Context: an optimization exercise on an open-source flow, tuned for small area, a short achievable clock period and few clock cycles per item. The choices shown serve that exercise and are no tape-out recipe. Function was checked by simulation only, so behaviour that the tests miss may differ from the original.

==> flow/design.v (excerpt) <==
module sha256_1(
	input  wire         CLK,
	input  wire         RST,
	input  wire         write_en,
	input  wire [639:0] block_in,
	input  wire [255:0] digest_in,
	output wire [255:0] digest_out_1,
	output wire [255:0] digest_out_2,
	output wire         valid_out
);
Settings: LEC_CHECK=0, CAP_MARGIN=20, CORE_AREA=5 5 335 335, CTS_CLUSTER_DIAMETER=60, CTS_CLUSTER_SIZE=30, DIE_AREA=0 0 340 340, PLACE_DENSITY=0.75, SLEW_MARGIN=20; clock period 15.0 ns.
standard.sh (not shown) runs the stock make flow with config.mk's settings and CLKGATE_MAP_FILE= SYNTH_SCRIPT=/design/flow/synth_recipe.tcl, a recipe that flattens the netlist after the stock synthesis.
==> flow/flow/run.sh <==
#!/bin/bash
# Standard layout, with the port buffers made of the smallest buffer cell.
set -euo pipefail
export BUFFER_PORTS_ARGS="-buffer_cell sky130_fd_sc_hd__buf_1"
export SETUP_SLACK_MARGIN=10.3
export PLACE_PINS_ARGS="-min_distance 1 -min_distance_in_tracks"
bash standard.sh > standard_flow.log 2>&1
Testbench counts at the start, summed over its fixed seeds: cycles 14,208, items 192.
Then changed:
--- a/flow/flow/run.sh
+++ b/flow/flow/run.sh
@@ -2 +2,8 @@
-# Standard layout, with the port buffers made of the smallest buffer cell.
+# The standard layout (standard.sh: standard synthesis, floorplan, place,
+# CTS, route) with three ORFS variables set:
+#  - port buffers made of the smallest buffer cell,
+#  - timing repair aimed at 10.15 ns of setup slack at the design's 15 ns clock
+#    (the SDC is unchanged; this only makes repair_timing work harder),
+#  - IO pins allowed on every routing track, so the 1412 ports fit a smaller die.
+# make's full output goes to standard_flow.log; ORFS keeps each step's log
+# under orfs/logs/.
@@ -5 +12 @@
-export SETUP_SLACK_MARGIN=10.3
+export SETUP_SLACK_MARGIN=10.15
Settings changed: CTS_CLUSTER_SIZE 30 to 20.
=>
- The new run passed the timing, DRC and antenna checks
- maximum frequency decreases by 0.95%
- non-clock buffer count decreases by 20
- setup slack got worse by 0.046 ns
- routed wire length decreases by 0.66%
- global-route usage decreases by 0.14 points
- via count decreases by 0.58%
- cell count decreases by 0.48%
- clock skew decreases by 0.0044 ns
Then changed:
==> flow/flow/run.sh (replaced) <==
#!/bin/bash
# Standard layout, with the port buffers made of the smallest buffer cell.
set -euo pipefail
export BUFFER_PORTS_ARGS="-buffer_cell sky130_fd_sc_hd__buf_1"
export SETUP_SLACK_MARGIN=10.0
bash standard.sh > standard_flow.log 2>&1
Settings changed: CORE_AREA 5 5 335 335 to 5 5 485 485, CTS_CLUSTER_DIAMETER 60 to not set, CTS_CLUSTER_SIZE 20 to not set, DIE_AREA 0 0 340 340 to 0 0 490 490.
Outcome: The changed run finished with timing, DRC and antenna clean; synthesized area is unchanged; cell area goes up by 5.7%; via count rises by 0.86%; final cell count is higher by about 25%; core utilization fell by 24 points; routed wire length climbs by about 36%; setup slack is worse by 0.30 ns; fmax came out lower by about 6%; global-route usage is lower by 13 points.
Then changed:
--- a/flow/flow/run.sh
+++ b/flow/flow/run.sh
@@ -5,0 +6 @@
+export PLACE_PINS_ARGS="-min_distance 1 -min_distance_in_tracks"
Settings changed: CORE_AREA 5 5 485 485 to 5 5 335 335, DIE_AREA 0 0 490 490 to 0 0 340 340.
What happened:
- non-clock buffer count goes down by 41
- core utilization rises by 25 points
- hold slack barely changes
- via count is lower slightly
- final area falls by a few percent
- synthesized cell count is unchanged
- sequential cell count stays the same
- clock-buffer cell count rose by 2

---

Starting RTL as in the previous note.
clock: 15.0 ns
lec_check: 0
cap_margin: 20
core_area: 5 5 335 335
cts_cluster_diameter: 60
cts_cluster_size: 20
die_area: 0 0 340 340
place_density: 0.75
slew_margin: 20
==> flow/flow/run.sh <==
#!/bin/bash
# The standard layout (standard.sh: standard synthesis, floorplan, place,
# CTS, route) with three ORFS variables set:
#  - port buffers made of the smallest buffer cell,
#  - timing repair aimed at 10.3 ns of setup slack at the design's 15 ns clock
#    (the SDC is unchanged; this only makes repair_timing work harder),
#  - IO pins allowed on every routing track, so the 1412 ports fit a smaller die.
# make's full output goes to standard_flow.log; ORFS keeps each step's log
# under orfs/logs/.
set -euo pipefail
export BUFFER_PORTS_ARGS="-buffer_cell sky130_fd_sc_hd__buf_1"
export SETUP_SLACK_MARGIN=10.3
export PLACE_PINS_ARGS="-min_distance 1 -min_distance_in_tracks"
bash standard.sh > standard_flow.log 2>&1
The baseline passed the timing, DRC and antenna checks.
Testbench counts at the start, summed over its fixed seeds: cycles 14,208, items 192.
Next try:
==> flow/flow/run.sh (replaced) <==
#!/bin/bash
# Standard layout, with the port buffers made of the smallest buffer cell.
set -euo pipefail
export BUFFER_PORTS_ARGS="-buffer_cell sky130_fd_sc_hd__buf_1"
export SETUP_SLACK_MARGIN=10.0
bash standard.sh > standard_flow.log 2>&1
Settings changed: CORE_AREA 5 5 335 335 to 5 5 395 395, CTS_CLUSTER_DIAMETER 60 to unset, CTS_CLUSTER_SIZE 20 to unset, DIE_AREA 0 0 340 340 to 0 0 400 400.
Outcome: Sequential share of layout area goes down by 0.95 points. Register-to-register slack is worse by 0.14 ns. Routed wire length goes up by 30%. Setup slack is worse by 0.19 ns. Core utilization goes down by 13 points. Clock-buffer cell count goes up by 44. Global-route usage goes down by 2.0 points. Final cell count goes up by 10%.
Next try:
--- a/flow/flow/run.sh
+++ b/flow/flow/run.sh
@@ -4,3 +4,4 @@
 export BUFFER_PORTS_ARGS="-buffer_cell sky130_fd_sc_hd__buf_1"
-export SETUP_SLACK_MARGIN=10.0
+export SETUP_SLACK_MARGIN=10.5
+export PLACE_PINS_ARGS="-min_distance 1 -min_distance_in_tracks"
 bash standard.sh > standard_flow.log 2>&1
Settings changed: CORE_AREA 5 5 395 395 to 5 5 335 335, DIE_AREA 0 0 400 400 to 0 0 340 340.
After rerunning:
- core utilization rose by 15 points
- cell count fell by about 8%
- final area rose by about 1.2%
- synthesized cell count does not change
- clock-buffer cell count fell by 7
- die area fell by about 28%
Next try:
==> flow/flow/run.sh (replaced) <==
#!/bin/bash
# The standard layout (standard.sh: standard synthesis, floorplan, place,
# CTS, route) with three ORFS variables set:
#  - port buffers made of the smallest buffer cell,
#  - timing repair aimed at 10 ns of setup slack at the design's 15 ns clock
#    (the SDC is unchanged; this only makes repair_timing work harder),
#  - IO pins allowed on every routing track, so the 1412 ports fit a smaller die.
# make's full output goes to standard_flow.log; ORFS keeps each step's log
# under orfs/logs/.
set -euo pipefail
export BUFFER_PORTS_ARGS="-buffer_cell sky130_fd_sc_hd__buf_1"
export SETUP_SLACK_MARGIN=10.0
export PLACE_PINS_ARGS="-min_distance 1 -min_distance_in_tracks"
bash standard.sh > standard_flow.log 2>&1
After rerunning:
- wire length shrinks by a few percent
- area after synthesis stays the same
- synthesized cell count is unchanged
- critical path depth grows by 2
- design area shrinks by a few percent
- clock-buffer cell count is unchanged
- worst hold slack stays flat

---

the reference run:
The RTL this note starts from:
==> flow/design.v <==
module sha256_1(
	input  wire         CLK,
	input  wire         RST,
	input  wire         write_en,
	input  wire [639:0] block_in,
	input  wire [255:0] digest_in,
	output wire [255:0] digest_out_1,
	output wire [255:0] digest_out_2,
	output wire         valid_out
);
	localparam [6:0] LAST = 7'd73;
	reg  [6:0]  cnt;
	reg         valid_r;
	reg  [31:0] a, b, c, d, e, f, g, h;
	reg  [31:0] wr [0:15];
	reg  [31:0] pk;
	reg  [31:0] kr;
	reg  [31:0] hra;
	function [31:0] add32(input [31:0] x, input [31:0] y);
		reg [31:0] gg, pp;
		integer l, i, k;
		begin
			gg = x & y;
			pp = x ^ y;
			for (l = 0; l < 5; l = l + 1)
				for (i = 0; i < 32; i = i + 1)
					if ((i >> l) & 1) begin
						k = ((i >> l) << l) - 1;
						gg[i] = gg[i] | (pp[i] & gg[k]);
						pp[i] = pp[i] & pp[k];
					end
			add32 = x ^ y ^ {gg[30:0], 1'b0};
		end
	endfunction
	wire [6:0] cnt_n = (!write_en || cnt == LAST) ? 7'd0 : cnt + 7'd1;
	reg ldc, ffc, capc;
	always @(posedge CLK or negedge RST) begin
		if (!RST) begin
			cnt     <= 7'd0;
			valid_r <= 1'b0;
			ldc     <= 1'b1;
			ffc     <= 1'b0;
			capc    <= 1'b0;
		end else begin
			cnt     <= cnt_n;
			valid_r <= write_en && cnt == LAST;
			ldc     <= cnt_n < 7'd2;
			ffc     <= cnt_n >= 7'd66 && cnt_n <= 7'd69;
			capc    <= cnt_n >= 7'd70;
		end
	end
	wire [1:0] sa = cnt[1:0] + {cnt[6], cnt[6]};
	wire [1:0] se = cnt[1:0];
	wire [31:0] al = sa[0] ? digest_in[255:224] : digest_in[223:192];
	wire [31:0] ah = sa[0] ? digest_in[191:160] : digest_in[159:128];
	wire [31:0] ha = sa[1] ? al : ah;
	wire [31:0] el = se[0] ? digest_in[127:96] : digest_in[95:64];
	wire [31:0] eh = se[0] ? digest_in[63:32]  : digest_in[31:0];
	wire [31:0] he = se[1] ? el : eh;
	wire [31:0] s0w = {wr[1][6:0], wr[1][31:7]} ^ {wr[1][17:0], wr[1][31:18]} ^ (wr[1] >> 3);
	wire [31:0] s1w = {wr[14][16:0], wr[14][31:17]} ^ {wr[14][18:0], wr[14][31:19]} ^ (wr[14] >> 10);
	wire [31:0] ws0 = s1w ^ wr[9] ^ s0w;
	wire [31:0] wc0 = ((s1w & wr[9]) | (s1w & s0w) | (wr[9] & s0w)) << 1;
	wire [31:0] ws1 = ws0 ^ wc0 ^ wr[0];
	wire [31:0] wc1 = ((ws0 & wc0) | (ws0 & wr[0]) | (wc0 & wr[0])) << 1;
	wire [31:0] wsum = add32(ffc ? d : ws1, ffc ? hra : wc1);
	reg  [31:0] bw;
	always @* begin
		case (cnt)
		7'd0: bw = block_in[639:608];
		7'd1: bw = block_in[607:576];
		7'd2: bw = block_in[575:544];
		7'd3: bw = block_in[543:512];
		7'd4: bw = block_in[511:480];
		7'd5: bw = block_in[479:448];
		7'd6: bw = block_in[447:416];
		7'd7: bw = block_in[415:384];
		7'd8: bw = block_in[383:352];
		7'd9: bw = block_in[351:320];
		7'd10: bw = block_in[319:288];
		7'd11: bw = block_in[287:256];
		7'd12: bw = block_in[255:224];
		7'd13: bw = block_in[223:192];
		7'd14: bw = block_in[191:160];
		7'd15: bw = block_in[159:128];
		7'd64, 7'd65, 7'd66, 7'd67: bw = he;
		7'd68: bw = block_in[127:96];
		7'd69: bw = block_in[95:64];
		7'd70: bw = block_in[63:32];
		7'd71: bw = block_in[31:0];
		default: bw = wsum;
		endcase
	end
	reg [31:0] kv;
	always @* begin
		case (cnt)
		7'd0: kv = 32'h428a2f98;
		7'd1: kv = 32'h71374491;
		7'd2: kv = 32'hb5c0fbcf;
		7'd3: kv = 32'he9b5dba5;
		7'd4: kv = 32'h3956c25b;
		7'd5: kv = 32'h59f111f1;
		7'd6: kv = 32'h923f82a4;
		7'd7: kv = 32'hab1c5ed5;
		7'd8: kv = 32'hd807aa98;
		7'd9: kv = 32'h12835b01;
		7'd10: kv = 32'h243185be;
		7'd11: kv = 32'h550c7dc3;
		7'd12: kv = 32'h72be5d74;
		7'd13: kv = 32'h80deb1fe;
		7'd14: kv = 32'h9bdc06a7;
		7'd15: kv = 32'hc19bf174;
		7'd16: kv = 32'he49b69c1;
		7'd17: kv = 32'hefbe4786;
		7'd18: kv = 32'h0fc19dc6;
		7'd19: kv = 32'h240ca1cc;
		7'd20: kv = 32'h2de92c6f;
		7'd21: kv = 32'h4a7484aa;
		7'd22: kv = 32'h5cb0a9dc;
		7'd23: kv = 32'h76f988da;
		7'd24: kv = 32'h983e5152;
		7'd25: kv = 32'ha831c66d;
		7'd26: kv = 32'hb00327c8;
		7'd27: kv = 32'hbf597fc7;
		7'd28: kv = 32'hc6e00bf3;
		7'd29: kv = 32'hd5a79147;
		7'd30: kv = 32'h06ca6351;
		7'd31: kv = 32'h14292967;
		7'd32: kv = 32'h27b70a85;
		7'd33: kv = 32'h2e1b2138;
		7'd34: kv = 32'h4d2c6dfc;
		7'd35: kv = 32'h53380d13;
		7'd36: kv = 32'h650a7354;
		7'd37: kv = 32'h766a0abb;
		7'd38: kv = 32'h81c2c92e;
		7'd39: kv = 32'h92722c85;
		7'd40: kv = 32'ha2bfe8a1;
		7'd41: kv = 32'ha81a664b;
		7'd42: kv = 32'hc24b8b70;
		7'd43: kv = 32'hc76c51a3;
		7'd44: kv = 32'hd192e819;
		7'd45: kv = 32'hd6990624;
		7'd46: kv = 32'hf40e3585;
		7'd47: kv = 32'h106aa070;
		7'd48: kv = 32'h19a4c116;
		7'd49: kv = 32'h1e376c08;
		7'd50: kv = 32'h2748774c;
		7'd51: kv = 32'h34b0bcb5;
		7'd52: kv = 32'h391c0cb3;
		7'd53: kv = 32'h4ed8aa4a;
		7'd54: kv = 32'h5b9cca4f;
		7'd55: kv = 32'h682e6ff3;
		7'd56: kv = 32'h748f82ee;
		7'd57: kv = 32'h78a5636f;
		7'd58: kv = 32'h84c87814;
		7'd59: kv = 32'h8cc70208;
		7'd60: kv = 32'h90befffa;
		7'd61: kv = 32'ha4506ceb;
		7'd62: kv = 32'hbef9a3f7;
		7'd63: kv = 32'hc67178f2;
		7'd68: kv = 32'h428a2f98;
		7'd69: kv = 32'h71374491;
		7'd70: kv = 32'hb5c0fbcf;
		7'd71: kv = 32'he9b5dba5;
		default: kv = 32'h00000000;
		endcase
	end
	wire [31:0] S1  = {e[5:0], e[31:6]} ^ {e[10:0], e[31:11]} ^ {e[24:0], e[31:25]};
	wire [31:0] S0  = {a[1:0], a[31:2]} ^ {a[12:0], a[31:13]} ^ {a[21:0], a[31:22]};
	wire [31:0] CH  = (e & f) ^ (~e & g);
	wire [31:0] MAJ = (a & b) | (a & c) | (b & c);
	wire [31:0] xs = pk ^ S1 ^ CH;
	wire [31:0] xc = ((pk & S1) | (pk & CH) | (S1 & CH)) << 1;
	wire [31:0] zs = xs ^ xc ^ S0;
	wire [31:0] zc = ((xs & xc) | (xs & S0) | (xc & S0)) << 1;
	wire [31:0] os = zs ^ zc ^ MAJ;
	wire [31:0] oc = ((zs & zc) | (zs & MAJ) | (zc & MAJ)) << 1;
	wire [31:0] anew = add32(os, oc);
	wire [31:0] qs = xs ^ xc ^ d;
	wire [31:0] qc = ((xs & xc) | (xs & d) | (xc & d)) << 1;
	wire [31:0] enew = add32(qs, qc);
	integer i;
	always @(posedge CLK) begin
		for (i = 0; i < 15; i = i + 1) wr[i] <= wr[i+1];
		wr[15] <= bw;
		if (capc) begin
			wr[7] <= d;
			wr[3] <= h;
		end
		hra <= ha;
		kr  <= kv;
		pk  <= add32(g ^ kr ^ wr[15], ((g & kr) | (g & wr[15]) | (kr & wr[15])) << 1);
		a <= ldc ? al : ffc ? wsum : anew;
		b <= a;
		c <= ldc ? ah : b;
		d <= c;
		e <= ldc ? el : ffc ? pk : enew;
		f <= e;
		g <= ldc ? eh : f;
		h <= g;
	end
	assign valid_out = valid_r;
	assign digest_out_2 = {a, b, c, d, e, f, g, h};
	assign digest_out_1 = {wr[7], wr[6], wr[5], wr[4], wr[3], wr[2], wr[1], wr[0]};
endmodule
Settings: LEC_CHECK=0, CAP_MARGIN=20, CORE_AREA=5 5 485 485, DIE_AREA=0 0 490 490, PLACE_DENSITY=0.75, SLEW_MARGIN=20; clock period 15.0 ns.
==> flow/flow/run.sh <==
#!/bin/bash
# Standard layout, with the port buffers made of the smallest buffer cell.
set -euo pipefail
export BUFFER_PORTS_ARGS="-buffer_cell sky130_fd_sc_hd__buf_1"
export SETUP_SLACK_MARGIN=10.5
bash standard.sh > standard_flow.log 2>&1
Testbench counts of the reference run, summed over its fixed seeds: cycles 14,208, items 192.
## Diff of input files: the trial run against the reference run
Settings: CTS_CLUSTER_SIZE newly set to 30; CTS_CLUSTER_DIAMETER newly set to 80.
As far as sequential cell area fraction in the yosys report is concerned, the trial run and the reference run perform about the same. The total wire length after detailed routing of the trial run and that of the reference run are within noise of each other. | core utilization | the trial run vs the reference run | 0.25 points lower |. The reference run and the trial run ended up with roughly the same max-capacitance violation count.

-- port drivers added, routing unchanged --
In the flow no input, the clock included, has a driving cell. The finished layouts below were timed again as built, in two steps.
Step 1 assumes that a clkbuf_16 drives the clock port and a buf_2 every other input.
Step 2 moves the port delays by t, midway between the first and last clock arrival at a register: inputs arrive t later, outputs are due t later. That takes back most of the time a late clock gives input paths.
Three values: no drivers, after step 1, after step 2; two values: the first two.
run | shift t [ns] | slack for setup (ns) | hold WS [ns] | worst setup path at the end | worst slew at a driven data input, ns
the first run of note 1 | 0.716 | 10.183 / 10.183 / 9.681 | 0.321 / 0.321 / 0.321 | input to register | 0.30
the second run of note 1 | 0.717 | 10.137 / 10.137 / 9.472 | 0.324 / 0.324 / 0.324 | input to register | 0.27
the third run of note 1 | 0.798 | 9.833 / 9.889 / 9.091 | 0.319 / 0.319 / 0.319 | input to register | 0.29
the fourth run of note 1 | 0.730 | 10.064 / 10.064 / 9.393 | 0.321 / 0.321 / 0.321 | input to register | 0.29
the first run of note 2 | 0.722 | 10.216 / 10.216 / 9.635 | 0.323 / 0.323 / 0.323 | input to register | 0.30
the second run of note 2 | 0.786 | 10.027 / 9.944 / 9.328 | 0.307 / 0.307 / 0.307 | input to register | 0.45
the third run of note 2 | 0.726 | 10.194 / 10.194 / 9.811 | 0.323 / 0.323 / 0.323 | input to register | 0.35
the fourth run of note 2 | 0.730 | 10.064 / 10.064 / 9.393 | 0.321 / 0.321 / 0.321 | input to register | 0.29
the reference run | 0.833 | 10.189 / 10.182 / 9.409 | 0.296 / 0.296 / 0.296 | input to register | 0.42
the trial run | 0.815 | 10.092 / 10.138 / 9.324 | 0.330 / 0.330 / 0.330 | input to register | 0.47
After both steps setup and hold are still met in every run listed. The setup slack of the reference run, which loses most, moves by -0.007 ns with the drivers and by -0.780 ns with both steps.
